This is an optimization exercise on Yosys and OpenROAD, whose aim is small area and a short achievable clock period, not a production implementation. No functional check of the RTL was part of this run.

**flow/flow/run.sh**
```bash
#!/bin/bash
# Standard ORFS layout, with buf_2 port buffers (buf_1 on the outputs, flow/outbuf.tcl after
# global placement), and timing repair aiming for 11 ns of setup slack at the design's clock
# period (a tighter internal target), working on the worst paths only (TNS_END_PERCENT=0).
set -euo pipefail
export POST_GLOBAL_PLACE_TCL="$(pwd)/flow/outbuf.tcl"
bash standard.sh "BUFFER_PORTS_ARGS=-buffer_cell sky130_fd_sc_hd__buf_2" "SETUP_SLACK_MARGIN=11" "TNS_END_PERCENT=0" finish > make_finish.log 2>&1
```
**flow/standard.sh**
```bash
#!/bin/bash
# synth_recipe.tcl (not shown) runs the flow's synth.tcl, then flattens the netlist and writes it again
# the make line also repeats each setting of config.mk as NAME=value (left out here)
make -C /OpenROAD-flow-scripts/flow DESIGN_CONFIG=/design/flow/config.mk WORK_HOME=/design/flow/orfs CLKGATE_MAP_FILE= SYNTH_SCRIPT=/design/flow/synth_recipe.tcl "${@:-finish}"
```
**flow/design.v**
```verilog
`timescale 1ns / 1ps
module HalfAdder(
    input a,
    input b,
    output f,
    output carryOut
    );
    assign f = a ^ b;
    assign carryOut = a & b;
endmodule
module HalfAdderN(
    input an,
    input bn,
    output fn,
    output carryOutN
    );
    Xnor2 x(an, bn, fn);
    Or2 o(an, bn, carryOutN);
endmodule
module Or2(input a, input b, output y);
    assign y = a | b;
endmodule
`timescale 1ns / 1ps
module FullAdder(
    input a,
    input b,
    input carryIn,
    output sum,
    output carryOut
    );
    assign sum = a ^ b ^ carryIn;
    assign carryOut = (a & b) | (a & carryIn) | (b & carryIn);
endmodule
`timescale 1ns / 1ps
module Inv(input a, output y);
    assign y = ~a;
endmodule
module Nand2(input a, input b, output y);
    assign y = ~(a & b);
endmodule
module Nor2(input a, input b, output y);
    assign y = ~(a | b);
endmodule
module Aoi21(input a, input b, input c, output y);
    assign y = ~((a & b) | c);
endmodule
module Oai21(input a, input b, input c, output y);
    assign y = ~((a | b) & c);
endmodule
module Xor2(input a, input b, output y);
    assign y = a ^ b;
endmodule
module Xnor2(input a, input b, output y);
    assign y = ~(a ^ b);
endmodule
module Ao21(input a, input b, input c, output y);
    assign y = (a & b) | c;
endmodule
module Ao22(input a, input b, input c, input d, output y);
    assign y = (a & b) | (c & d);
endmodule
`timescale 1ns / 1ps
module MACRegister(
    input clk,
    input rst,
    input [1:0] opcode,
    input [15:0] a,
    input [15:0] b,
    output [31:0] dataOut
    );
    reg [31:0] register;
    assign dataOut = register;
    wire [31:0] rt = ~register;
    wire pp0_0 = ~(a[0] & b[0]), pp0_1 = ~(a[0] & b[1]), pp0_2 = ~(a[0] & b[2]), pp0_3 = ~(a[0] & b[3]), pp0_4 = ~(a[0] & b[4]), pp0_5 = ~(a[0] & b[5]), pp0_6 = ~(a[0] & b[6]), pp0_7 = ~(a[0] & b[7]), pp0_8 = ~(a[0] & b[8]), pp0_9 = ~(a[0] & b[9]), pp0_10 = ~(a[0] & b[10]), pp0_11 = ~(a[0] & b[11]), pp0_12 = ~(a[0] & b[12]), pp0_13 = ~(a[0] & b[13]), pp0_14 = ~(a[0] & b[14]), pp0_15 = ~(a[0] & b[15]);
    wire pp1_0 = ~(a[1] & b[0]), pp1_1 = ~(a[1] & b[1]), pp1_2 = ~(a[1] & b[2]), pp1_3 = ~(a[1] & b[3]), pp1_4 = ~(a[1] & b[4]), pp1_5 = ~(a[1] & b[5]), pp1_6 = ~(a[1] & b[6]), pp1_7 = ~(a[1] & b[7]), pp1_8 = ~(a[1] & b[8]), pp1_9 = ~(a[1] & b[9]), pp1_10 = ~(a[1] & b[10]), pp1_11 = ~(a[1] & b[11]), pp1_12 = ~(a[1] & b[12]), pp1_13 = ~(a[1] & b[13]), pp1_14 = ~(a[1] & b[14]), pp1_15 = ~(a[1] & b[15]);
    wire pp2_0 = ~(a[2] & b[0]), pp2_1 = ~(a[2] & b[1]), pp2_2 = ~(a[2] & b[2]), pp2_3 = ~(a[2] & b[3]), pp2_4 = ~(a[2] & b[4]), pp2_5 = ~(a[2] & b[5]), pp2_6 = ~(a[2] & b[6]), pp2_7 = ~(a[2] & b[7]), pp2_8 = ~(a[2] & b[8]), pp2_9 = ~(a[2] & b[9]), pp2_10 = ~(a[2] & b[10]), pp2_11 = ~(a[2] & b[11]), pp2_12 = ~(a[2] & b[12]), pp2_13 = ~(a[2] & b[13]), pp2_14 = ~(a[2] & b[14]), pp2_15 = ~(a[2] & b[15]);
    wire pp3_0 = ~(a[3] & b[0]), pp3_1 = ~(a[3] & b[1]), pp3_2 = ~(a[3] & b[2]), pp3_3 = ~(a[3] & b[3]), pp3_4 = ~(a[3] & b[4]), pp3_5 = ~(a[3] & b[5]), pp3_6 = ~(a[3] & b[6]), pp3_7 = ~(a[3] & b[7]), pp3_8 = ~(a[3] & b[8]), pp3_9 = ~(a[3] & b[9]), pp3_10 = ~(a[3] & b[10]), pp3_11 = ~(a[3] & b[11]), pp3_12 = ~(a[3] & b[12]), pp3_13 = ~(a[3] & b[13]), pp3_14 = ~(a[3] & b[14]), pp3_15 = ~(a[3] & b[15]);
    wire pp4_0 = ~(a[4] & b[0]), pp4_1 = ~(a[4] & b[1]), pp4_2 = ~(a[4] & b[2]), pp4_3 = ~(a[4] & b[3]), pp4_4 = ~(a[4] & b[4]), pp4_5 = ~(a[4] & b[5]), pp4_6 = ~(a[4] & b[6]), pp4_7 = ~(a[4] & b[7]), pp4_8 = ~(a[4] & b[8]), pp4_9 = ~(a[4] & b[9]), pp4_10 = ~(a[4] & b[10]), pp4_11 = ~(a[4] & b[11]), pp4_12 = ~(a[4] & b[12]), pp4_13 = ~(a[4] & b[13]), pp4_14 = ~(a[4] & b[14]), pp4_15 = ~(a[4] & b[15]);
    wire pp5_0 = ~(a[5] & b[0]), pp5_1 = ~(a[5] & b[1]), pp5_2 = ~(a[5] & b[2]), pp5_3 = ~(a[5] & b[3]), pp5_4 = ~(a[5] & b[4]), pp5_5 = ~(a[5] & b[5]), pp5_6 = ~(a[5] & b[6]), pp5_7 = ~(a[5] & b[7]), pp5_8 = ~(a[5] & b[8]), pp5_9 = ~(a[5] & b[9]), pp5_10 = ~(a[5] & b[10]), pp5_11 = ~(a[5] & b[11]), pp5_12 = ~(a[5] & b[12]), pp5_13 = ~(a[5] & b[13]), pp5_14 = ~(a[5] & b[14]), pp5_15 = ~(a[5] & b[15]);
    wire pp6_0 = ~(a[6] & b[0]), pp6_1 = ~(a[6] & b[1]), pp6_2 = ~(a[6] & b[2]), pp6_3 = ~(a[6] & b[3]), pp6_4 = ~(a[6] & b[4]), pp6_5 = ~(a[6] & b[5]), pp6_6 = ~(a[6] & b[6]), pp6_7 = ~(a[6] & b[7]), pp6_8 = ~(a[6] & b[8]), pp6_9 = ~(a[6] & b[9]), pp6_10 = ~(a[6] & b[10]), pp6_11 = ~(a[6] & b[11]), pp6_12 = ~(a[6] & b[12]), pp6_13 = ~(a[6] & b[13]), pp6_14 = ~(a[6] & b[14]), pp6_15 = ~(a[6] & b[15]);
    wire pp7_0 = ~(a[7] & b[0]), pp7_1 = ~(a[7] & b[1]), pp7_2 = ~(a[7] & b[2]), pp7_3 = ~(a[7] & b[3]), pp7_4 = ~(a[7] & b[4]), pp7_5 = ~(a[7] & b[5]), pp7_6 = ~(a[7] & b[6]), pp7_7 = ~(a[7] & b[7]), pp7_8 = ~(a[7] & b[8]), pp7_9 = ~(a[7] & b[9]), pp7_10 = ~(a[7] & b[10]), pp7_11 = ~(a[7] & b[11]), pp7_12 = ~(a[7] & b[12]), pp7_13 = ~(a[7] & b[13]), pp7_14 = ~(a[7] & b[14]), pp7_15 = ~(a[7] & b[15]);
    wire pp8_0 = ~(a[8] & b[0]), pp8_1 = ~(a[8] & b[1]), pp8_2 = ~(a[8] & b[2]), pp8_3 = ~(a[8] & b[3]), pp8_4 = ~(a[8] & b[4]), pp8_5 = ~(a[8] & b[5]), pp8_6 = ~(a[8] & b[6]), pp8_7 = ~(a[8] & b[7]), pp8_8 = ~(a[8] & b[8]), pp8_9 = ~(a[8] & b[9]), pp8_10 = ~(a[8] & b[10]), pp8_11 = ~(a[8] & b[11]), pp8_12 = ~(a[8] & b[12]), pp8_13 = ~(a[8] & b[13]), pp8_14 = ~(a[8] & b[14]), pp8_15 = ~(a[8] & b[15]);
    wire pp9_0 = ~(a[9] & b[0]), pp9_1 = ~(a[9] & b[1]), pp9_2 = ~(a[9] & b[2]), pp9_3 = ~(a[9] & b[3]), pp9_4 = ~(a[9] & b[4]), pp9_5 = ~(a[9] & b[5]), pp9_6 = ~(a[9] & b[6]), pp9_7 = ~(a[9] & b[7]), pp9_8 = ~(a[9] & b[8]), pp9_9 = ~(a[9] & b[9]), pp9_10 = ~(a[9] & b[10]), pp9_11 = ~(a[9] & b[11]), pp9_12 = ~(a[9] & b[12]), pp9_13 = ~(a[9] & b[13]), pp9_14 = ~(a[9] & b[14]), pp9_15 = ~(a[9] & b[15]);
    wire pp10_0 = ~(a[10] & b[0]), pp10_1 = ~(a[10] & b[1]), pp10_2 = ~(a[10] & b[2]), pp10_3 = ~(a[10] & b[3]), pp10_4 = ~(a[10] & b[4]), pp10_5 = ~(a[10] & b[5]), pp10_6 = ~(a[10] & b[6]), pp10_7 = ~(a[10] & b[7]), pp10_8 = ~(a[10] & b[8]), pp10_9 = ~(a[10] & b[9]), pp10_10 = ~(a[10] & b[10]), pp10_11 = ~(a[10] & b[11]), pp10_12 = ~(a[10] & b[12]), pp10_13 = ~(a[10] & b[13]), pp10_14 = ~(a[10] & b[14]), pp10_15 = ~(a[10] & b[15]);
    wire pp11_0 = ~(a[11] & b[0]), pp11_1 = ~(a[11] & b[1]), pp11_2 = ~(a[11] & b[2]), pp11_3 = ~(a[11] & b[3]), pp11_4 = ~(a[11] & b[4]), pp11_5 = ~(a[11] & b[5]), pp11_6 = ~(a[11] & b[6]), pp11_7 = ~(a[11] & b[7]), pp11_8 = ~(a[11] & b[8]), pp11_9 = ~(a[11] & b[9]), pp11_10 = ~(a[11] & b[10]), pp11_11 = ~(a[11] & b[11]), pp11_12 = ~(a[11] & b[12]), pp11_13 = ~(a[11] & b[13]), pp11_14 = ~(a[11] & b[14]), pp11_15 = ~(a[11] & b[15]);
    wire pp12_0 = ~(a[12] & b[0]), pp12_1 = ~(a[12] & b[1]), pp12_2 = ~(a[12] & b[2]), pp12_3 = ~(a[12] & b[3]), pp12_4 = ~(a[12] & b[4]), pp12_5 = ~(a[12] & b[5]), pp12_6 = ~(a[12] & b[6]), pp12_7 = ~(a[12] & b[7]), pp12_8 = ~(a[12] & b[8]), pp12_9 = ~(a[12] & b[9]), pp12_10 = ~(a[12] & b[10]), pp12_11 = ~(a[12] & b[11]), pp12_12 = ~(a[12] & b[12]), pp12_13 = ~(a[12] & b[13]), pp12_14 = ~(a[12] & b[14]), pp12_15 = ~(a[12] & b[15]);
    wire pp13_0 = ~(a[13] & b[0]), pp13_1 = ~(a[13] & b[1]), pp13_2 = ~(a[13] & b[2]), pp13_3 = ~(a[13] & b[3]), pp13_4 = ~(a[13] & b[4]), pp13_5 = ~(a[13] & b[5]), pp13_6 = ~(a[13] & b[6]), pp13_7 = ~(a[13] & b[7]), pp13_8 = ~(a[13] & b[8]), pp13_9 = ~(a[13] & b[9]), pp13_10 = ~(a[13] & b[10]), pp13_11 = ~(a[13] & b[11]), pp13_12 = ~(a[13] & b[12]), pp13_13 = ~(a[13] & b[13]), pp13_14 = ~(a[13] & b[14]), pp13_15 = ~(a[13] & b[15]);
    wire pp14_0 = ~(a[14] & b[0]), pp14_1 = ~(a[14] & b[1]), pp14_2 = ~(a[14] & b[2]), pp14_3 = ~(a[14] & b[3]), pp14_4 = ~(a[14] & b[4]), pp14_5 = ~(a[14] & b[5]), pp14_6 = ~(a[14] & b[6]), pp14_7 = ~(a[14] & b[7]), pp14_8 = ~(a[14] & b[8]), pp14_9 = ~(a[14] & b[9]), pp14_10 = ~(a[14] & b[10]), pp14_11 = ~(a[14] & b[11]), pp14_12 = ~(a[14] & b[12]), pp14_13 = ~(a[14] & b[13]), pp14_14 = ~(a[14] & b[14]), pp14_15 = ~(a[14] & b[15]);
    wire pp15_0 = ~(a[15] & b[0]), pp15_1 = ~(a[15] & b[1]), pp15_2 = ~(a[15] & b[2]), pp15_3 = ~(a[15] & b[3]), pp15_4 = ~(a[15] & b[4]), pp15_5 = ~(a[15] & b[5]), pp15_6 = ~(a[15] & b[6]), pp15_7 = ~(a[15] & b[7]), pp15_8 = ~(a[15] & b[8]), pp15_9 = ~(a[15] & b[9]), pp15_10 = ~(a[15] & b[10]), pp15_11 = ~(a[15] & b[11]), pp15_12 = ~(a[15] & b[12]), pp15_13 = ~(a[15] & b[13]), pp15_14 = ~(a[15] & b[14]), pp15_15 = ~(a[15] & b[15]);
    wire s1, c2, s3, c4, s5, c6, s7, c8, s9, c10, s11, c12, s13, c14, s15, c16;
    wire s17, c18, s19, c20, s21, c22, s23, c24, s25, c26, s27, c28, s29, c30, s31, c32;
    wire s33, c34, s35, c36, s37, c38, s39, c40, s41, c42, s43, c44, s45, c46, s47, c48;
    wire s49, c50, s51, c52, s53, c54, s55, c56, s57, c58, s59, c60, s61, c62, s63, c64;
    wire s65, c66, s67, c68, s69, c70, s71, c72, s73, c74, s75, c76, s77, c78, s79, c80;
    wire s81, c82, s83, c84, s85, c86, s87, c88, s89, c90, s91, c92, s93, c94, s95, c96;
    wire s97, c98, s99, c100, s101, c102, s103, c104, s105, c106, s107, c108, s109, c110, s111, c112;
    wire s113, c114, s115, c116, s117, c118, s119, c120, s121, c122, s123, c124, s125, c126, s127, c128;
    wire s129, c130, s131, c132, s133, c134, s135, c136, s137, c138, s139, c140, s141, c142, s143, c144;
    wire s145, c146, s147, c148, s149, c150, s151, c152, s153, c154, s155, c156, s157, c158, s159, c160;
    wire s161, c162, s163, c164, s165, c166, s167, c168, s169, c170, s171, c172, s173, c174, s175, c176;
    wire s177, c178, s179, c180, s181, c182, s183, c184, s185, c186, s187, c188, s189, c190, s191, c192;
    wire s193, c194, s195, c196, s197, c198, s199, c200, s201, c202, s203, c204, s205, c206, s207, c208;
    wire s209, c210, s211, c212, s213, c214, s215, c216, s217, c218, s219, c220, s221, c222, s223, c224;
    wire s225, c226, s227, c228, s229, c230, s231, c232, s233, c234, s235, c236, s237, c238, s239, c240;
    wire s241, c242, s243, c244, s245, c246, s247, c248, s249, c250, s251, c252, s253, c254, s255, c256;
    wire s257, c258, s259, c260, s261, c262, s263, c264, s265, c266, s267, c268, s269, c270, s271, c272;
    wire s273, c274, s275, c276, s277, c278, s279, c280, s281, c282, s283, c284, s285, c286, s287, c288;
    wire s289, c290, s291, c292, s293, c294, s295, c296, s297, c298, s299, c300, s301, c302, s303, c304;
    wire s305, c306, s307, c308, s309, c310, s311, c312, s313, c314, s315, c316, s317, c318, s319, c320;
    wire s321, c322, s323, c324, s325, c326, s327, c328, s329, c330, s331, c332, s333, c334, s335, c336;
    wire s337, c338, s339, c340, s341, c342, s343, c344, s345, c346, s347, c348, s349, c350, s351, c352;
    wire s353, c354, s355, c356, s357, c358, s359, c360, s361, c362, s363, c364, s365, c366, s367, c368;
    wire s369, c370, s371, c372, s373, c374, s375, c376, s377, c378, s379, c380, s381, c382, s383, c384;
    wire s385, c386, s387, c388, s389, c390, s391, c392, s393, c394, s395, c396, s397, c398, s399, c400;
    wire s401, c402, s403, c404, s405, c406, s407, c408, s409, c410, s411, c412, s413, c414, s415, c416;
    wire s417, c418, s419, c420, s421, c422, s423, c424, s425, c426, s427, c428, s429, c430, s431, c432;
    wire s433, c434, s435, c436, s437, c438, s439, c440, s441, c442, s443, c444, s445, c446, s447, c448;
    wire s449, c450, s451, c452, s453, c454, s455, c456, s457, c458, s459, c460, s461, c462, s463, c464;
    wire s465, c466, s467, c468, s469, c470, s471, c472, s473, c474, s475, c476, s477, c478, s479, c480;
    wire s481, c482, s483, c484, s485, c486, s487, c488, s489, c490, s491, c492;
    HalfAdderN ha0(pp0_12, pp10_2, s1, c2);
    FullAdder fa0(pp0_13, pp10_3, pp11_2, s3, c4);
    HalfAdderN ha1(pp12_1, pp13_0, s5, c6);
    FullAdder fa1(pp0_14, pp10_4, pp11_3, s7, c8);
    FullAdder fa2(pp12_2, pp13_1, pp14_0, s9, c10);
    HalfAdderN ha2(pp1_13, pp2_12, s11, c12);
    FullAdder fa3(pp0_15, pp10_5, pp11_4, s13, c14);
    FullAdder fa4(pp12_3, pp13_2, pp14_1, s15, c16);
    FullAdder fa5(pp15_0, pp1_14, pp2_13, s17, c18);
    HalfAdderN ha3(pp3_12, pp4_11, s19, c20);
    FullAdder fa6(pp10_6, pp11_5, pp12_4, s21, c22);
    FullAdder fa7(pp13_3, pp14_2, pp15_1, s23, c24);
    FullAdder fa8(pp1_15, pp2_14, pp3_13, s25, c26);
    HalfAdderN ha4(pp4_12, pp5_11, s27, c28);
    FullAdder fa9(pp10_7, pp11_6, pp12_5, s29, c30);
    FullAdder fa10(pp13_4, pp14_3, pp15_2, s31, c32);
    FullAdder fa11(pp2_15, pp3_14, pp4_13, s33, c34);
    FullAdder fa12(pp10_8, pp11_7, pp12_6, s35, c36);
    FullAdder fa13(pp13_5, pp14_4, pp15_3, s37, c38);
    FullAdder fa14(pp10_9, pp11_8, pp12_7, s39, c40);
    HalfAdderN ha5(pp0_8, pp1_7, s41, c42);
    FullAdder fa15(pp0_9, pp1_8, pp2_7, s43, c44);
    HalfAdderN ha6(pp3_6, pp4_5, s45, c46);
    FullAdder fa16(pp0_10, pp10_0, pp1_9, s47, c48);
    FullAdder fa17(pp2_8, pp3_7, pp4_6, s49, c50);
    HalfAdderN ha7(pp5_5, pp6_4, s51, c52);
    FullAdder fa18(pp0_11, pp10_1, pp11_0, s53, c54);
    FullAdder fa19(pp1_10, pp2_9, pp3_8, s55, c56);
    FullAdder fa20(pp4_7, pp5_6, pp6_5, s57, c58);
    HalfAdderN ha8(pp7_4, pp8_3, s59, c60);
    FullAdder fa21(pp11_1, pp12_0, pp1_11, s61, c62);
    FullAdder fa22(pp2_10, pp3_9, pp4_8, s63, c64);
    FullAdder fa23(pp5_7, pp6_6, pp7_5, s65, c66);
    FullAdder fa24(pp8_4, pp9_3, s1, s67, c68);
    FullAdder fa25(pp1_12, pp2_11, pp3_10, s69, c70);
    FullAdder fa26(pp4_9, pp5_8, pp6_7, s71, c72);
    FullAdder fa27(pp7_6, pp8_5, pp9_4, s73, c74);
    FullAdder fa28(c2, s5, s3, s75, c76);
    FullAdder fa29(pp3_11, pp4_10, pp5_9, s77, c78);
    FullAdder fa30(pp6_8, pp7_7, pp8_6, s79, c80);
    FullAdder fa31(pp9_5, c6, s11, s81, c82);
    FullAdder fa32(c4, s7, s9, s83, c84);
    FullAdder fa33(pp5_10, pp6_9, pp7_8, s85, c86);
    FullAdder fa34(pp8_7, pp9_6, c12, s87, c88);
    FullAdder fa35(s19, c10, c8, s89, c90);
    FullAdder fa36(s13, s15, s17, s91, c92);
    FullAdder fa37(pp6_10, pp7_9, pp8_8, s93, c94);
    FullAdder fa38(pp9_7, c20, s27, s95, c96);
    FullAdder fa39(c14, c16, c18, s97, c98);
    FullAdder fa40(s21, s23, s25, s99, c100);
    FullAdder fa41(pp5_12, pp6_11, pp7_10, s101, c102);
    FullAdder fa42(pp8_9, pp9_8, c28, s103, c104);
    FullAdder fa43(c22, c24, c26, s105, c106);
    FullAdder fa44(s29, s31, s33, s107, c108);
    FullAdder fa45(pp3_15, pp4_14, pp5_13, s109, c110);
    FullAdder fa46(pp6_12, pp7_11, pp8_10, s111, c112);
    FullAdder fa47(pp9_9, c30, c32, s113, c114);
    FullAdder fa48(c34, s35, s37, s115, c116);
    FullAdder fa49(pp13_6, pp14_5, pp15_4, s117, c118);
    FullAdder fa50(pp4_15, pp5_14, pp6_13, s119, c120);
    FullAdder fa51(pp7_12, pp8_11, pp9_10, s121, c122);
    FullAdder fa52(c36, c38, s39, s123, c124);
    FullAdder fa53(pp10_10, pp11_9, pp12_8, s125, c126);
    FullAdder fa54(pp13_7, pp14_6, pp15_5, s127, c128);
    FullAdder fa55(pp5_15, pp6_14, pp7_13, s129, c130);
    FullAdder fa56(pp8_12, pp9_11, c40, s131, c132);
    FullAdder fa57(pp10_11, pp11_10, pp12_9, s133, c134);
    FullAdder fa58(pp13_8, pp14_7, pp15_6, s135, c136);
    FullAdder fa59(pp6_15, pp7_14, pp8_13, s137, c138);
    FullAdder fa60(pp10_12, pp11_11, pp12_10, s139, c140);
    FullAdder fa61(pp13_9, pp14_8, pp15_7, s141, c142);
    FullAdder fa62(pp10_13, pp11_12, pp12_11, s143, c144);
    HalfAdderN ha9(pp0_5, pp1_4, s145, c146);
    FullAdder fa63(pp0_6, pp1_5, pp2_4, s147, c148);
    HalfAdderN ha10(pp3_3, pp4_2, s149, c150);
    FullAdder fa64(pp0_7, pp1_6, pp2_5, s151, c152);
    FullAdder fa65(pp3_4, pp4_3, pp5_2, s153, c154);
    HalfAdderN ha11(pp6_1, pp7_0, s155, c156);
    FullAdder fa66(pp2_6, pp3_5, pp4_4, s157, c158);
    FullAdder fa67(pp5_3, pp6_2, pp7_1, s159, c160);
    FullAdder fa68(pp8_0, s41, rt[8], s161, c162);
    FullAdder fa69(pp5_4, pp6_3, pp7_2, s163, c164);
    FullAdder fa70(pp8_1, pp9_0, c42, s165, c166);
    FullAdder fa71(s45, s43, rt[9], s167, c168);
    FullAdder fa72(pp7_3, pp8_2, pp9_1, s169, c170);
    FullAdder fa73(c46, s51, c44, s171, c172);
    FullAdder fa74(s47, s49, rt[10], s173, c174);
    FullAdder fa75(pp9_2, c52, s59, s175, c176);
    FullAdder fa76(c48, c50, s53, s177, c178);
    FullAdder fa77(s55, s57, rt[11], s179, c180);
    FullAdder fa78(c60, c54, c56, s181, c182);
    FullAdder fa79(c58, s61, s63, s183, c184);
    FullAdder fa80(s65, s67, rt[12], s185, c186);
    FullAdder fa81(c62, c64, c66, s187, c188);
    FullAdder fa82(s69, s71, s73, s189, c190);
    FullAdder fa83(c68, s75, rt[13], s191, c192);
    FullAdder fa84(c70, c72, c74, s193, c194);
    FullAdder fa85(s77, s79, s81, s195, c196);
    FullAdder fa86(c76, s83, rt[14], s197, c198);
    FullAdder fa87(c78, c80, s85, s199, c200);
    FullAdder fa88(c82, s87, c84, s201, c202);
    FullAdder fa89(s89, s91, rt[15], s203, c204);
    FullAdder fa90(c86, s93, c88, s205, c206);
    FullAdder fa91(s95, c90, c92, s207, c208);
    FullAdder fa92(s97, s99, rt[16], s209, c210);
    FullAdder fa93(c94, s101, c96, s211, c212);
    FullAdder fa94(s103, c98, c100, s213, c214);
    FullAdder fa95(s105, s107, rt[17], s215, c216);
    FullAdder fa96(c102, s109, s111, s217, c218);
    FullAdder fa97(c104, c106, s113, s219, c220);
    FullAdder fa98(c108, s115, rt[18], s221, c222);
    FullAdder fa99(c110, c112, s117, s223, c224);
    FullAdder fa100(s119, s121, c114, s225, c226);
    FullAdder fa101(c116, s123, rt[19], s227, c228);
    FullAdder fa102(c118, c120, c122, s229, c230);
    FullAdder fa103(s125, s127, s129, s231, c232);
    FullAdder fa104(s131, c124, rt[20], s233, c234);
    FullAdder fa105(pp9_12, c126, c128, s235, c236);
    FullAdder fa106(c130, s133, s135, s237, c238);
    FullAdder fa107(s137, c132, rt[21], s239, c240);
    FullAdder fa108(pp7_15, pp8_14, pp9_13, s241, c242);
    FullAdder fa109(c134, c136, c138, s243, c244);
    FullAdder fa110(s139, s141, rt[22], s245, c246);
    FullAdder fa111(pp13_10, pp14_9, pp15_8, s247, c248);
    FullAdder fa112(pp8_15, pp9_14, c140, s249, c250);
    FullAdder fa113(c142, s143, rt[23], s251, c252);
    FullAdder fa114(pp10_14, pp11_13, pp12_12, s253, c254);
    FullAdder fa115(pp13_11, pp14_10, pp15_9, s255, c256);
    FullAdder fa116(pp9_15, c144, rt[24], s257, c258);
    FullAdder fa117(pp10_15, pp11_14, pp12_13, s259, c260);
    FullAdder fa118(pp13_12, pp14_11, pp15_10, s261, c262);
    FullAdder fa119(pp11_15, pp12_14, pp13_13, s263, c264);
    HalfAdderN ha12(pp0_3, pp1_2, s265, c266);
    FullAdder fa120(pp0_4, pp1_3, pp2_2, s267, c268);
    HalfAdderN ha13(pp3_1, pp4_0, s269, c270);
    FullAdder fa121(pp2_3, pp3_2, pp4_1, s271, c272);
    FullAdder fa122(pp5_0, s145, rt[5], s273, c274);
    FullAdder fa123(pp5_1, pp6_0, c146, s275, c276);
    FullAdder fa124(s149, s147, rt[6], s277, c278);
    FullAdder fa125(c150, s155, c148, s279, c280);
    FullAdder fa126(s151, s153, rt[7], s281, c282);
    FullAdder fa127(c156, c152, c154, s283, c284);
    FullAdder fa128(s157, s159, s161, s285, c286);
    FullAdder fa129(c158, c160, s163, s287, c288);
    FullAdder fa130(s165, c162, s167, s289, c290);
    FullAdder fa131(c164, s169, c166, s291, c292);
    FullAdder fa132(s171, c168, s173, s293, c294);
    FullAdder fa133(c170, s175, c172, s295, c296);
    FullAdder fa134(s177, c174, s179, s297, c298);
    FullAdder fa135(c176, c178, s181, s299, c300);
    FullAdder fa136(s183, c180, s185, s301, c302);
    FullAdder fa137(c182, c184, s187, s303, c304);
    FullAdder fa138(s189, c186, s191, s305, c306);
    FullAdder fa139(c188, c190, s193, s307, c308);
    FullAdder fa140(s195, c192, s197, s309, c310);
    FullAdder fa141(c194, s199, c196, s311, c312);
    FullAdder fa142(s201, c198, s203, s313, c314);
    FullAdder fa143(c200, s205, c202, s315, c316);
    FullAdder fa144(s207, c204, s209, s317, c318);
    FullAdder fa145(c206, s211, c208, s319, c320);
    FullAdder fa146(s213, c210, s215, s321, c322);
    FullAdder fa147(s217, c212, c214, s323, c324);
    FullAdder fa148(s219, c216, s221, s325, c326);
    FullAdder fa149(c218, s223, s225, s327, c328);
    FullAdder fa150(c220, c222, s227, s329, c330);
    FullAdder fa151(c224, s229, s231, s331, c332);
    FullAdder fa152(c226, c228, s233, s333, c334);
    FullAdder fa153(c230, s235, c232, s335, c336);
    FullAdder fa154(s237, c234, s239, s337, c338);
    FullAdder fa155(s241, c236, c238, s339, c340);
    FullAdder fa156(s243, c240, s245, s341, c342);
    FullAdder fa157(c242, s247, s249, s343, c344);
    FullAdder fa158(c244, c246, s251, s345, c346);
    FullAdder fa159(c248, s253, s255, s347, c348);
    FullAdder fa160(c250, c252, s257, s349, c350);
    FullAdder fa161(c254, c256, s259, s351, c352);
    FullAdder fa162(s261, rt[25], c258, s353, c354);
    FullAdder fa163(pp14_12, pp15_11, c260, s355, c356);
    FullAdder fa164(c262, s263, rt[26], s357, c358);
    FullAdder fa165(pp12_15, pp13_14, pp14_13, s359, c360);
    FullAdder fa166(pp15_12, c264, rt[27], s361, c362);
    FullAdder fa167(pp13_15, pp14_14, pp15_13, s363, c364);
    HalfAdderN ha14(pp0_2, pp1_1, s365, c366);
    FullAdder fa168(pp2_1, pp3_0, s265, s367, c368);
    FullAdder fa169(c266, s269, s267, s369, c370);
    FullAdder fa170(c270, c268, s271, s371, c372);
    FullAdder fa171(c272, s275, c274, s373, c374);
    FullAdder fa172(c276, s279, c278, s375, c376);
    FullAdder fa173(c280, s283, c282, s377, c378);
    FullAdder fa174(c284, s287, c286, s379, c380);
    FullAdder fa175(c288, s291, c290, s381, c382);
    FullAdder fa176(c292, s295, c294, s383, c384);
    FullAdder fa177(c296, s299, c298, s385, c386);
    FullAdder fa178(c300, s303, c302, s387, c388);
    FullAdder fa179(c304, s307, c306, s389, c390);
    FullAdder fa180(c308, s311, c310, s391, c392);
    FullAdder fa181(c312, s315, c314, s393, c394);
    FullAdder fa182(c316, s319, c318, s395, c396);
    FullAdder fa183(c320, s323, c322, s397, c398);
    FullAdder fa184(c324, s327, c326, s399, c400);
    FullAdder fa185(s331, c328, c330, s401, c402);
    FullAdder fa186(c332, s335, c334, s403, c404);
    FullAdder fa187(s339, c336, c338, s405, c406);
    FullAdder fa188(c340, s343, c342, s407, c408);
    FullAdder fa189(s347, c344, c346, s409, c410);
    FullAdder fa190(c348, s351, c350, s411, c412);
    FullAdder fa191(s355, c352, s357, s413, c414);
    FullAdder fa192(s359, c356, c358, s415, c416);
    FullAdder fa193(c360, s363, rt[28], s417, c418);
    FullAdder fa194(pp14_15, pp15_14, c364, s419, c420);
    HalfAdderN ha15(pp0_1, pp1_0, s421, c422);
    FullAdder fa195(pp2_0, s365, rt[2], s423, c424);
    FullAdder fa196(c366, s367, rt[3], s425, c426);
    FullAdder fa197(c368, s369, rt[4], s427, c428);
    FullAdder fa198(c370, s371, s273, s429, c430);
    FullAdder fa199(c372, s277, s373, s431, c432);
    FullAdder fa200(s281, c374, s375, s433, c434);
    FullAdder fa201(c376, s377, s285, s435, c436);
    FullAdder fa202(c378, s289, s379, s437, c438);
    FullAdder fa203(s293, c380, s381, s439, c440);
    FullAdder fa204(s297, c382, s383, s441, c442);
    FullAdder fa205(s301, c384, s385, s443, c444);
    FullAdder fa206(s305, c386, s387, s445, c446);
    FullAdder fa207(s309, c388, s389, s447, c448);
    FullAdder fa208(s313, c390, s391, s449, c450);
    FullAdder fa209(s317, c392, s393, s451, c452);
    FullAdder fa210(s321, c394, s395, s453, c454);
    FullAdder fa211(s325, c396, s397, s455, c456);
    FullAdder fa212(s329, c398, s399, s457, c458);
    FullAdder fa213(s333, c400, s401, s459, c460);
    FullAdder fa214(s337, c402, s403, s461, c462);
    FullAdder fa215(s341, c404, s405, s463, c464);
    FullAdder fa216(s345, c406, s407, s465, c466);
    FullAdder fa217(s349, c408, s409, s467, c468);
    FullAdder fa218(s353, c410, s411, s469, c470);
    FullAdder fa219(c354, s413, c412, s471, c472);
    FullAdder fa220(s361, c414, s415, s473, c474);
    FullAdder fa221(c362, s417, c416, s475, c476);
    FullAdder fa222(s419, rt[29], c418, s477, c478);
    FullAdder fa223(pp15_15, c420, rt[30], s479, c480);
    HalfAdderN ha16(pp0_0, rt[0], s481, c482);
    FullAdder fa224(s421, rt[1], c482, s483, c484);
    FullAdder fa225(c422, s423, c484, s485, c486);
    FullAdder fa226(c424, s425, c486, s487, c488);
    FullAdder fa227(c426, s427, c488, s489, c490);
    FullAdder fa228(c428, s429, c490, s491, c492);
    wire [31:0] x = {c480, c478, c476, c474, c472, c470, c468, c466, c464, c462, c460, c458, c456, c454, c452, c450, c448, c446, c444, c442, c440, c438, c436, c434, c432, c430, s491, s489, s487, s485, s483, s481};
    wire [31:0] y = {rt[31], s479, s477, s475, s473, s471, s469, s467, s465, s463, s461, s459, s457, s455, s453, s451, s449, s447, s445, s443, s441, s439, s437, s435, s433, s431, 1'b1, 1'b1, 1'b1, 1'b1, 1'b1, 1'b1};
    wire n493, n494, n495, n496, n497, n498, n499, n500, n501, n502, n503, n504, n505, n506, n507, n508, n509, n510, n511, n512, n513, n514, n515, n516, n517, n518, n519, n520, n521, n522, n523, n524, n525, n526, n527, n528, n529, n530, n531, n532, n533, n534, n535, n536, n537, n538, n539, n540, n541, n542, n543, n544, n545, n546, n547, n548, n549, n550, n551, n552, n553, n554, n555, n556, n557, n558, n559, n560, n561, n562, n563, n564, n565, n566, n567, n568, n569, n570, n571, n572, n573, n574, n575, n576, n577, n578, n579, n580, n581, n582, n583, n584, n585, n586, n587, n588, n589, n590, n591, n592, n593, n594, n595, n596, n597, n598, n599, n600, n601, n602, n603, n604, n605, n606, n607, n608, n609, n610, n611, n612, n613, n614, n615, n616, n617, n618, n619, n620, n621, n622, n623, n624, n625, n626, n627, n628, n629, n630, n631, n632, n633, n634, n635, n636, n637, n638, n639, n640, n641, n642, n643, n644, n645, n646, n647, n648, n649, n650, n651, n652, n653, n654, n655, n656, n657, n658, n659, n660, n661, n662, n663, n664, n665, n666, n667, n668, n669, n670, n671, n672, n673, n674, n675, n676, n677, n678, n679, n680, n681, n682, n683, n684, n685, n686, n687, n688, n689, n690, n691, n692, n693, n694, n695, n696, n697, n698, n699, n700, n701, n702, n703, n704, n705, n706, n707, n708;
    Xor2 u_n493(x[6], y[6], n493);
    Nand2 u_n494(x[6], y[6], n494);
    Nor2 u_n495(x[6], y[6], n495);
    Inv u_n496(c492, n496);
    Oai21 u_n497(n495, n496, n494, n497);
    Xor2 u_n498(x[7], y[7], n498);
    Nand2 u_n499(x[7], y[7], n499);
    Nor2 u_n500(x[7], y[7], n500);
    Xor2 u_n501(x[8], y[8], n501);
    Nand2 u_n502(x[8], y[8], n502);
    Nor2 u_n503(x[8], y[8], n503);
    Xor2 u_n504(x[9], y[9], n504);
    Nand2 u_n505(x[9], y[9], n505);
    Nor2 u_n506(x[9], y[9], n506);
    Xor2 u_n507(x[10], y[10], n507);
    Nand2 u_n508(x[10], y[10], n508);
    Nor2 u_n509(x[10], y[10], n509);
    Xor2 u_n510(x[11], y[11], n510);
    Nand2 u_n511(x[11], y[11], n511);
    Nor2 u_n512(x[11], y[11], n512);
    Xor2 u_n513(x[12], y[12], n513);
    Nand2 u_n514(x[12], y[12], n514);
    Nor2 u_n515(x[12], y[12], n515);
    Xor2 u_n516(x[13], y[13], n516);
    Nand2 u_n517(x[13], y[13], n517);
    Nor2 u_n518(x[13], y[13], n518);
    Xor2 u_n519(x[14], y[14], n519);
    Nand2 u_n520(x[14], y[14], n520);
    Nor2 u_n521(x[14], y[14], n521);
    Xor2 u_n522(x[15], y[15], n522);
    Nand2 u_n523(x[15], y[15], n523);
    Nor2 u_n524(x[15], y[15], n524);
    Xor2 u_n525(x[16], y[16], n525);
    Nand2 u_n526(x[16], y[16], n526);
    Nor2 u_n527(x[16], y[16], n527);
    Xor2 u_n528(x[17], y[17], n528);
    Nand2 u_n529(x[17], y[17], n529);
    Nor2 u_n530(x[17], y[17], n530);
    Xor2 u_n531(x[18], y[18], n531);
    Nand2 u_n532(x[18], y[18], n532);
    Nor2 u_n533(x[18], y[18], n533);
    Xor2 u_n534(x[19], y[19], n534);
    Nand2 u_n535(x[19], y[19], n535);
    Nor2 u_n536(x[19], y[19], n536);
    Xor2 u_n537(x[20], y[20], n537);
    Nand2 u_n538(x[20], y[20], n538);
    Nor2 u_n539(x[20], y[20], n539);
    Xor2 u_n540(x[21], y[21], n540);
    Nand2 u_n541(x[21], y[21], n541);
    Nor2 u_n542(x[21], y[21], n542);
    Xor2 u_n543(x[22], y[22], n543);
    Nand2 u_n544(x[22], y[22], n544);
    Nor2 u_n545(x[22], y[22], n545);
    Xor2 u_n546(x[23], y[23], n546);
    Nand2 u_n547(x[23], y[23], n547);
    Nor2 u_n548(x[23], y[23], n548);
    Xor2 u_n549(x[24], y[24], n549);
    Nand2 u_n550(x[24], y[24], n550);
    Nor2 u_n551(x[24], y[24], n551);
    Xor2 u_n552(x[25], y[25], n552);
    Nand2 u_n553(x[25], y[25], n553);
    Nor2 u_n554(x[25], y[25], n554);
    Xor2 u_n555(x[26], y[26], n555);
    Nand2 u_n556(x[26], y[26], n556);
    Nor2 u_n557(x[26], y[26], n557);
    Xor2 u_n558(x[27], y[27], n558);
    Nand2 u_n559(x[27], y[27], n559);
    Nor2 u_n560(x[27], y[27], n560);
    Xor2 u_n561(x[28], y[28], n561);
    Nand2 u_n562(x[28], y[28], n562);
    Nor2 u_n563(x[28], y[28], n563);
    Xor2 u_n564(x[29], y[29], n564);
    Nand2 u_n565(x[29], y[29], n565);
    Nor2 u_n566(x[29], y[29], n566);
    Xor2 u_n567(x[30], y[30], n567);
    Nand2 u_n568(x[30], y[30], n568);
    Nor2 u_n569(x[30], y[30], n569);
    Xor2 u_n570(x[31], y[31], n570);
    Nand2 u_n571(x[31], y[31], n571);
    Nor2 u_n572(x[31], y[31], n572);
    Inv u_n573(n497, n573);
    Oai21 u_n574(n500, n573, n499, n574);
    Oai21 u_n575(n506, n502, n505, n575);
    Nor2 u_n576(n506, n503, n576);
    Oai21 u_n577(n512, n508, n511, n577);
    Nor2 u_n578(n512, n509, n578);
    Oai21 u_n579(n518, n514, n517, n579);
    Nor2 u_n580(n518, n515, n580);
    Oai21 u_n581(n524, n520, n523, n581);
    Nor2 u_n582(n524, n521, n582);
    Oai21 u_n583(n530, n526, n529, n583);
    Nor2 u_n584(n530, n527, n584);
    Oai21 u_n585(n536, n532, n535, n585);
    Nor2 u_n586(n536, n533, n586);
    Oai21 u_n587(n542, n538, n541, n587);
    Nor2 u_n588(n542, n539, n588);
    Oai21 u_n589(n548, n544, n547, n589);
    Nor2 u_n590(n548, n545, n590);
    Oai21 u_n591(n554, n550, n553, n591);
    Nor2 u_n592(n554, n551, n592);
    Oai21 u_n593(n560, n556, n559, n593);
    Nor2 u_n594(n560, n557, n594);
    Oai21 u_n595(n566, n562, n565, n595);
    Nor2 u_n596(n566, n563, n596);
    Oai21 u_n597(n572, n568, n571, n597);
    Nor2 u_n598(n572, n569, n598);
    Inv u_n599(n574, n599);
    Oai21 u_n600(n503, n599, n502, n600);
    Aoi21 u_n601(n576, n574, n575, n601);
    Inv u_n602(n577, n602);
    Oai21 u_n603(n515, n602, n514, n603);
    Inv u_n604(n578, n604);
    Nor2 u_n605(n515, n604, n605);
    Aoi21 u_n606(n580, n577, n579, n606);
    Nand2 u_n607(n580, n578, n607);
    Inv u_n608(n581, n608);
    Oai21 u_n609(n527, n608, n526, n609);
    Inv u_n610(n582, n610);
    Nor2 u_n611(n527, n610, n611);
    Aoi21 u_n612(n584, n581, n583, n612);
    Nand2 u_n613(n584, n582, n613);
    Inv u_n614(n585, n614);
    Oai21 u_n615(n539, n614, n538, n615);
    Inv u_n616(n586, n616);
    Nor2 u_n617(n539, n616, n617);
    Aoi21 u_n618(n588, n585, n587, n618);
    Nand2 u_n619(n588, n586, n619);
    Inv u_n620(n589, n620);
    Oai21 u_n621(n551, n620, n550, n621);
    Inv u_n622(n590, n622);
    Nor2 u_n623(n551, n622, n623);
    Aoi21 u_n624(n592, n589, n591, n624);
    Nand2 u_n625(n592, n590, n625);
    Inv u_n626(n593, n626);
    Oai21 u_n627(n563, n626, n562, n627);
    Inv u_n628(n594, n628);
    Nor2 u_n629(n563, n628, n629);
    Aoi21 u_n630(n596, n593, n595, n630);
    Nand2 u_n631(n596, n594, n631);
    Oai21 u_n632(n509, n601, n508, n632);
    Inv u_n633(n601, n633);
    Aoi21 u_n634(n578, n633, n577, n634);
    Aoi21 u_n635(n605, n633, n603, n635);
    Oai21 u_n636(n607, n601, n606, n636);
    Oai21 u_n637(n533, n612, n532, n637);
    Nor2 u_n638(n533, n613, n638);
    Inv u_n639(n612, n639);
    Aoi21 u_n640(n586, n639, n585, n640);
    Inv u_n641(n613, n641);
    Nand2 u_n642(n586, n641, n642);
    Aoi21 u_n643(n617, n639, n615, n643);
    Nand2 u_n644(n617, n641, n644);
    Oai21 u_n645(n619, n612, n618, n645);
    Nor2 u_n646(n619, n613, n646);
    Oai21 u_n647(n557, n624, n556, n647);
    Nor2 u_n648(n557, n625, n648);
    Inv u_n649(n624, n649);
    Aoi21 u_n650(n594, n649, n593, n650);
    Inv u_n651(n625, n651);
    Nand2 u_n652(n594, n651, n652);
    Aoi21 u_n653(n629, n649, n627, n653);
    Nand2 u_n654(n629, n651, n654);
    Oai21 u_n655(n631, n624, n630, n655);
    Nor2 u_n656(n631, n625, n656);
    Inv u_n657(n636, n657);
    Oai21 u_n658(n521, n657, n520, n658);
    Aoi21 u_n659(n582, n636, n581, n659);
    Aoi21 u_n660(n611, n636, n609, n660);
    Oai21 u_n661(n613, n657, n612, n661);
    Aoi21 u_n662(n638, n636, n637, n662);
    Oai21 u_n663(n642, n657, n640, n663);
    Oai21 u_n664(n644, n657, n643, n664);
    Aoi21 u_n665(n646, n636, n645, n665);
    Inv u_n666(n655, n666);
    Oai21 u_n667(n569, n666, n568, n667);
    Inv u_n668(n656, n668);
    Nor2 u_n669(n569, n668, n669);
    Aoi21 u_n670(n598, n655, n597, n670);
    Nand2 u_n671(n598, n656, n671);
    Oai21 u_n672(n545, n665, n544, n672);
    Inv u_n673(n665, n673);
    Aoi21 u_n674(n590, n673, n589, n674);
    Aoi21 u_n675(n623, n673, n621, n675);
    Oai21 u_n676(n625, n665, n624, n676);
    Aoi21 u_n677(n648, n673, n647, n677);
    Oai21 u_n678(n652, n665, n650, n678);
    Oai21 u_n679(n654, n665, n653, n679);
    Aoi21 u_n680(n656, n673, n655, n680);
    Aoi21 u_n681(n669, n673, n667, n681);
    Oai21 u_n682(n671, n665, n670, n682);
    wire sM = ~rst & (opcode == 2'd2);
    wire sL = ~rst & (opcode == 2'd1);
    wire sH = ~rst & (opcode[0] == opcode[1]);
    wire [31:0] other, nxt;
    Ao22 u_o0(sL, b[0], sH, register[0], other[0]);
    Ao22 u_o1(sL, b[1], sH, register[1], other[1]);
    Ao22 u_o2(sL, b[2], sH, register[2], other[2]);
    Ao22 u_o3(sL, b[3], sH, register[3], other[3]);
    Ao22 u_o4(sL, b[4], sH, register[4], other[4]);
    Ao22 u_o5(sL, b[5], sH, register[5], other[5]);
    Ao22 u_o6(sL, b[6], sH, register[6], other[6]);
    Ao22 u_o7(sL, b[7], sH, register[7], other[7]);
    Ao22 u_o8(sL, b[8], sH, register[8], other[8]);
    Ao22 u_o9(sL, b[9], sH, register[9], other[9]);
    Ao22 u_o10(sL, b[10], sH, register[10], other[10]);
    Ao22 u_o11(sL, b[11], sH, register[11], other[11]);
    Ao22 u_o12(sL, b[12], sH, register[12], other[12]);
    Ao22 u_o13(sL, b[13], sH, register[13], other[13]);
    Ao22 u_o14(sL, b[14], sH, register[14], other[14]);
    Ao22 u_o15(sL, b[15], sH, register[15], other[15]);
    Ao22 u_o16(sL, a[0], sH, register[16], other[16]);
    Ao22 u_o17(sL, a[1], sH, register[17], other[17]);
    Ao22 u_o18(sL, a[2], sH, register[18], other[18]);
    Ao22 u_o19(sL, a[3], sH, register[19], other[19]);
    Ao22 u_o20(sL, a[4], sH, register[20], other[20]);
    Ao22 u_o21(sL, a[5], sH, register[21], other[21]);
    Ao22 u_o22(sL, a[6], sH, register[22], other[22]);
    Ao22 u_o23(sL, a[7], sH, register[23], other[23]);
    Ao22 u_o24(sL, a[8], sH, register[24], other[24]);
    Ao22 u_o25(sL, a[9], sH, register[25], other[25]);
    Ao22 u_o26(sL, a[10], sH, register[26], other[26]);
    Ao22 u_o27(sL, a[11], sH, register[27], other[27]);
    Ao22 u_o28(sL, a[12], sH, register[28], other[28]);
    Ao22 u_o29(sL, a[13], sH, register[29], other[29]);
    Ao22 u_o30(sL, a[14], sH, register[30], other[30]);
    Ao22 u_o31(sL, a[15], sH, register[31], other[31]);
    assign nxt[0] = (sM & ~x[0]) | other[0];
    assign nxt[1] = (sM & ~x[1]) | other[1];
    assign nxt[2] = (sM & ~x[2]) | other[2];
    assign nxt[3] = (sM & ~x[3]) | other[3];
    assign nxt[4] = (sM & ~x[4]) | other[4];
    assign nxt[5] = (sM & ~x[5]) | other[5];
    Xnor2 u_n683(n493, c492, n683);
    Ao21 u_d6(sM, n683, other[6], nxt[6]);
    Xnor2 u_n684(n498, n497, n684);
    Ao21 u_d7(sM, n684, other[7], nxt[7]);
    Xnor2 u_n685(n501, n574, n685);
    Ao21 u_d8(sM, n685, other[8], nxt[8]);
    Xnor2 u_n686(n504, n600, n686);
    Ao21 u_d9(sM, n686, other[9], nxt[9]);
    Xor2 u_n687(n507, n601, n687);
    Ao21 u_d10(sM, n687, other[10], nxt[10]);
    Xnor2 u_n688(n510, n632, n688);
    Ao21 u_d11(sM, n688, other[11], nxt[11]);
    Xor2 u_n689(n513, n634, n689);
    Ao21 u_d12(sM, n689, other[12], nxt[12]);
    Xor2 u_n690(n516, n635, n690);
    Ao21 u_d13(sM, n690, other[13], nxt[13]);
    Xnor2 u_n691(n519, n636, n691);
    Ao21 u_d14(sM, n691, other[14], nxt[14]);
    Xnor2 u_n692(n522, n658, n692);
    Ao21 u_d15(sM, n692, other[15], nxt[15]);
    Xor2 u_n693(n525, n659, n693);
    Ao21 u_d16(sM, n693, other[16], nxt[16]);
    Xor2 u_n694(n528, n660, n694);
    Ao21 u_d17(sM, n694, other[17], nxt[17]);
    Xnor2 u_n695(n531, n661, n695);
    Ao21 u_d18(sM, n695, other[18], nxt[18]);
    Xor2 u_n696(n534, n662, n696);
    Ao21 u_d19(sM, n696, other[19], nxt[19]);
    Xnor2 u_n697(n537, n663, n697);
    Ao21 u_d20(sM, n697, other[20], nxt[20]);
    Xnor2 u_n698(n540, n664, n698);
    Ao21 u_d21(sM, n698, other[21], nxt[21]);
    Xor2 u_n699(n543, n665, n699);
    Ao21 u_d22(sM, n699, other[22], nxt[22]);
    Xnor2 u_n700(n546, n672, n700);
    Ao21 u_d23(sM, n700, other[23], nxt[23]);
    Xor2 u_n701(n549, n674, n701);
    Ao21 u_d24(sM, n701, other[24], nxt[24]);
    Xor2 u_n702(n552, n675, n702);
    Ao21 u_d25(sM, n702, other[25], nxt[25]);
    Xnor2 u_n703(n555, n676, n703);
    Ao21 u_d26(sM, n703, other[26], nxt[26]);
    Xor2 u_n704(n558, n677, n704);
    Ao21 u_d27(sM, n704, other[27], nxt[27]);
    Xnor2 u_n705(n561, n678, n705);
    Ao21 u_d28(sM, n705, other[28], nxt[28]);
    Xnor2 u_n706(n564, n679, n706);
    Ao21 u_d29(sM, n706, other[29], nxt[29]);
    Xor2 u_n707(n567, n680, n707);
    Ao21 u_d30(sM, n707, other[30], nxt[30]);
    Xor2 u_n708(n570, n681, n708);
    Ao21 u_d31(sM, n708, other[31], nxt[31]);
    always @ (posedge clk)
        register <= nxt;
endmodule
```
**flow/config.mk**
```make
export PLATFORM = sky130hd
export DESIGN_NAME = MACRegister
export DESIGN_NICKNAME = MACRegister
export VERILOG_FILES = /design/flow/design.v
export SDC_FILE = /design/flow/constraint.sdc
export NUM_CORES = 4
export LEC_CHECK = 0
export CAP_MARGIN = 20
export CORE_MARGIN = 2
export CORE_UTILIZATION = 55
export CTS_BUF_LIST = sky130_fd_sc_hd__clkbuf_8
export PLACE_DENSITY = 0.75
export SETUP_SLACK_MARGIN = 1.0
export SLEW_MARGIN = 20
export SYNTH_HIERARCHICAL = 1
export SYNTH_MINIMUM_KEEP_SIZE = 0
```
**flow/flow/outbuf.tcl**
```tcl
# After global placement: the buffers that buffer_ports put on the output ports drive only
# the port's load, so give them drive strength 1.
set db [ord::get_db]
set small [$db findMaster sky130_fd_sc_hd__buf_1]
set n 0
foreach bterm [[ord::get_db_block] getBTerms] {
  if {[$bterm getIoType] ne "OUTPUT"} { continue }
  set net [$bterm getNet]
  foreach iterm [$net getITerms] {
    if {![$iterm isOutputSignal]} { continue }
    set inst [$iterm getInst]
    if {[string match sky130_fd_sc_hd__buf_* [[$inst getMaster] getName]]} {
      $inst swapMaster $small
      incr n
    }
  }
}
puts "outbuf.tcl: $n output port buffers set to buf_1"
```
**flow/constraint.sdc**
```tcl
create_clock -name core_clock -period 19.0 [get_ports {clk}]
set_input_delay 3.8000 -clock core_clock [delete_from_list [all_inputs] [get_ports {clk}]]
set_output_delay 3.8000 -clock core_clock [all_outputs]
set_load 0.01 [all_outputs]
```
==> results.cfg <==
[clock_network]
clk_pin_slew_worst_paths_ns = 0.08
cts_tree = yes
clock-sinks = 32
cts_made_buffers = 5
cts_buffer_depth = 2
insertion_delay_ns = 0.32
cts_root_buf = clkbuf_8
cts.hold.buffers_added = 0
htree_levels = 2

[cells_and_area]
fillers = 1369
top_regs = register (32)
post-route-util_pct = 60.21
drive_above_1_share_pct = 13.09
antenna_cells = 0
nets = 1222
largest_register_ffs = 32
area_growth_pct = 6.526
largest-register = register
design_area_um2 = 9599

[drt]
drt-pass1-iter-count = 5
num_vias = 6746
drt_iter0_markers = 596
avgRoutedWirePerCell_um = 19.23
drcViolationCount = 0
wl_um = 22520
antenna_left = 0
vias_per_cell = 5.761

[floorplanning]
die-area_um2 = 17420
dieWidth_um = 132
start_util_pct = 56.52
die_h_um = 132
io_pins = 68
core_um2 = 15940
std_cell_rows = 46

[placed_design]
port_buffers = 67
placed_area_um2 = 8965
hpwl_um = 16480

[synth]
syn_avg_cell_area_um2 = 9.710
ys_warn_count = 7
syn-num-nets = 1195
syn-instance-count = 928
yosysUniqueCellTypes = 20
synth_seq_area_share_pct = 7.109
synth_seq_cells = 32
netlist_area_um2 = 9011

[setup_path]
required_ns = 19.21
criticalPathCategory = primary input to register
cp.arrival_ns = 8.25
worstRegToRegCells = 20
startpoint_type = primary input
cp_max_fo = 17
critPathCaptureType = register

[timing]
clock_skew_ns = 0.007667
hold_viol_final = 0
worst_pin_slew_ns = 1.013
slew_headroom_pct = 32.03
period_minus_slack_ns = 8.034
setup_tns_ns = 0
holdWs_ns = 0.5805
rsz0062_at_grt = true
finalSetupViolations = 0
fmax_mhz = 124.5
finalCritPeriodShare_pct = 42.28
slew_viol_final = 0

[worst_hold_path]
hold_class = register to register
whs_path_depth = 2

[run_status]
status = complete, no violations

[grt]
antenna_found_initial = 0
grt_pass1_vias = 7061
grt_max_degree = 33
grt.total_usage_pct = 27.15
grt.overflow.total = 0
grt_pass1_wl_um = 37010

[job]
maxCapViolations = 0
[cells by family (layout without fill, tap and decap cells)]
kind of cell	after synthesis	after routing	share of synthesized area [%]
compound gates	119	119	9.706
fa+ha+maj	231	231	51.15
simple gates	356	356	15.55
xor+xnor	69	69	6.706
buf+inv	121	148	9.775
flops	32	32	7.109
[layer usage]
layer | wire, µm | global-route usage (%) | vias up
li1 | - | - | 2892
met2 | 11110 | 44.79 | 367
met5 | 0 | 0 | -
met1 | 8797 | 36.99 | 3429
met3 | 1919 | 4.575 | 58
met4 | 691 | 8.696 | 0
[through the flow]
step	setup WS [ns]	cells
2_1_floorplan	10.85	928
3_3_place_gp	10.19	1150
3_5_place_dp	10.12	1150
4_1_cts	11.00	1166
5_1_grt	10.83	1171
6_report	10.97	1171
[modules after synthesis (local to each module, per instance), excerpt]
module | cells inside | flip-flops and latches | cell area (µm²)
FullAdder | 1 | 0 | 20.02
Xnor2 | 1 | 0 | 8.758
Xor2 | 1 | 0 | 8.758
Ao22 | 1 | 0 | 8.758
Inv | 1 | 0 | 3.754
Oai21 | 1 | 0 | 5.005
Ao21 | 1 | 0 | 7.507
Nand2 | 1 | 0 | 3.754
[critical path, stage by stage]
cell     delay (ns)
buf_12         0.13
nand2_1        0.09
fa_1           0.55
fa_1           0.43
fa_1           0.46
fa_2           0.36
fa_1           0.51
fa_1           0.63
nand2_2        0.10
o21ai_4        0.21
a21oi_2        0.11
o21ai_4        0.20
a21oi_4        0.05
buf_12         0.14
inv_4          0.09
a21oi_2        0.06
xor2_1         0.16
a21o_1         0.16
[path summary, 6_finish.rpt]
kind / to / start / slack (ns)
hold reg to reg: register[8] / register[8] / 0.58
hold / removal: register[8] / register[8] / 0.58
setup / recovery: register[25] / b[13] / 10.97
setup reg to reg: register[25] / register[0] / 14.55
[what timing repair did]
action / 4_1_cts / 5_1_grt
pin swaps: 15 / 28
setup buffers: 9 / 5
resized for setup: 62 / 57
endpoints found under the setup margin: 15 / 15
[layout make-up]
class                   count  area (µm²)  area share, %
clock buffers               7       96.34          1.004
inverters                  57       216.5          2.255
multi-input cells         775        7656          79.76
flip-flops and latches     32       640.6          6.674
well taps                 216       270.3          2.815
repair buffers             84       719.4          7.495
[placed cells by master, fill, tap and decap left out, types with 10 or more instances in the layout]
cell type / netlist / final
nand2_1: 287 / 280
or2_1: 17 / 17
nand2_2: 3 / 10
buf_12: 0 / 10
inv_1: 57 / 55
buf_1: 0 / 32
xor2_1: 38 / 38
dfxtp_1: 32 / 32
xnor2_1: 31 / 30
fa_2: 0 / 13
nor2_2: 0 / 10
buf_4: 17 / 20
buf_8: 0 / 13
nor2_1: 46 / 34
fa_1: 229 / 216
a21oi_2: 21 / 19
a22o_1: 32 / 32
a21o_1: 26 / 26
o21ai_1: 34 / 29
[synth_stat cells]
master / instances / area share (%)
dfxtp_1: 32 / 7.1
nor2_1: 46 / 1.9
a21o_1: 26 / 2.2
o21bai_1: 6 / 0.50
nand2_2: 3 / 0.21
fa_1: 229 / 51
inv_1: 57 / 2.4
a21oi_2: 21 / 2.0
xnor2_1: 31 / 3.0
buf_6: 43 / 5.4
nand2_1: 287 / 12
a22o_1: 32 / 3.1
or2_1: 17 / 1.2
clkbuf_8: 4 / 0.61
xor2_1: 38 / 3.7
buf_4: 17 / 1.4
o21ai_1: 34 / 1.9
ha_1: 2 / 0.28
nor2b_1: 2 / 0.14
nand2b_4: 1 / 0.15

## port drivers added, routing unchanged
Ports are ideal in the flow. The routed layout listed here was re-timed in OpenROAD.
Step 1 (the two cells are an assumption about what drives the block):
set clk [get_ports {clk}]
set_driving_cell -lib_cell sky130_fd_sc_hd__clkbuf_16 $clk
set_driving_cell -lib_cell sky130_fd_sc_hd__buf_2 [delete_from_list [all_inputs] $clk]
Step 2, shift: input delay + t, output delay - t, t = (earliest + latest rising clock arrival at the registers) / 2. This alone moves slack from input paths to output paths.
Three values: ideal ports, drivers, drivers and shift; two values: the first two.
t, ns: 0.362
slack for setup (ns): 10.966 / 10.943 / 10.581
worst hold slack (ns): 0.581 / 0.581 / 0.581
worst data-port slew with drivers (ns): 0.08
cell pins on the clock port's net: 1
After both steps setup and hold are still met in this run. For this run, drivers alone change the setup slack by -0.023 ns; drivers and shift together by -0.385 ns.
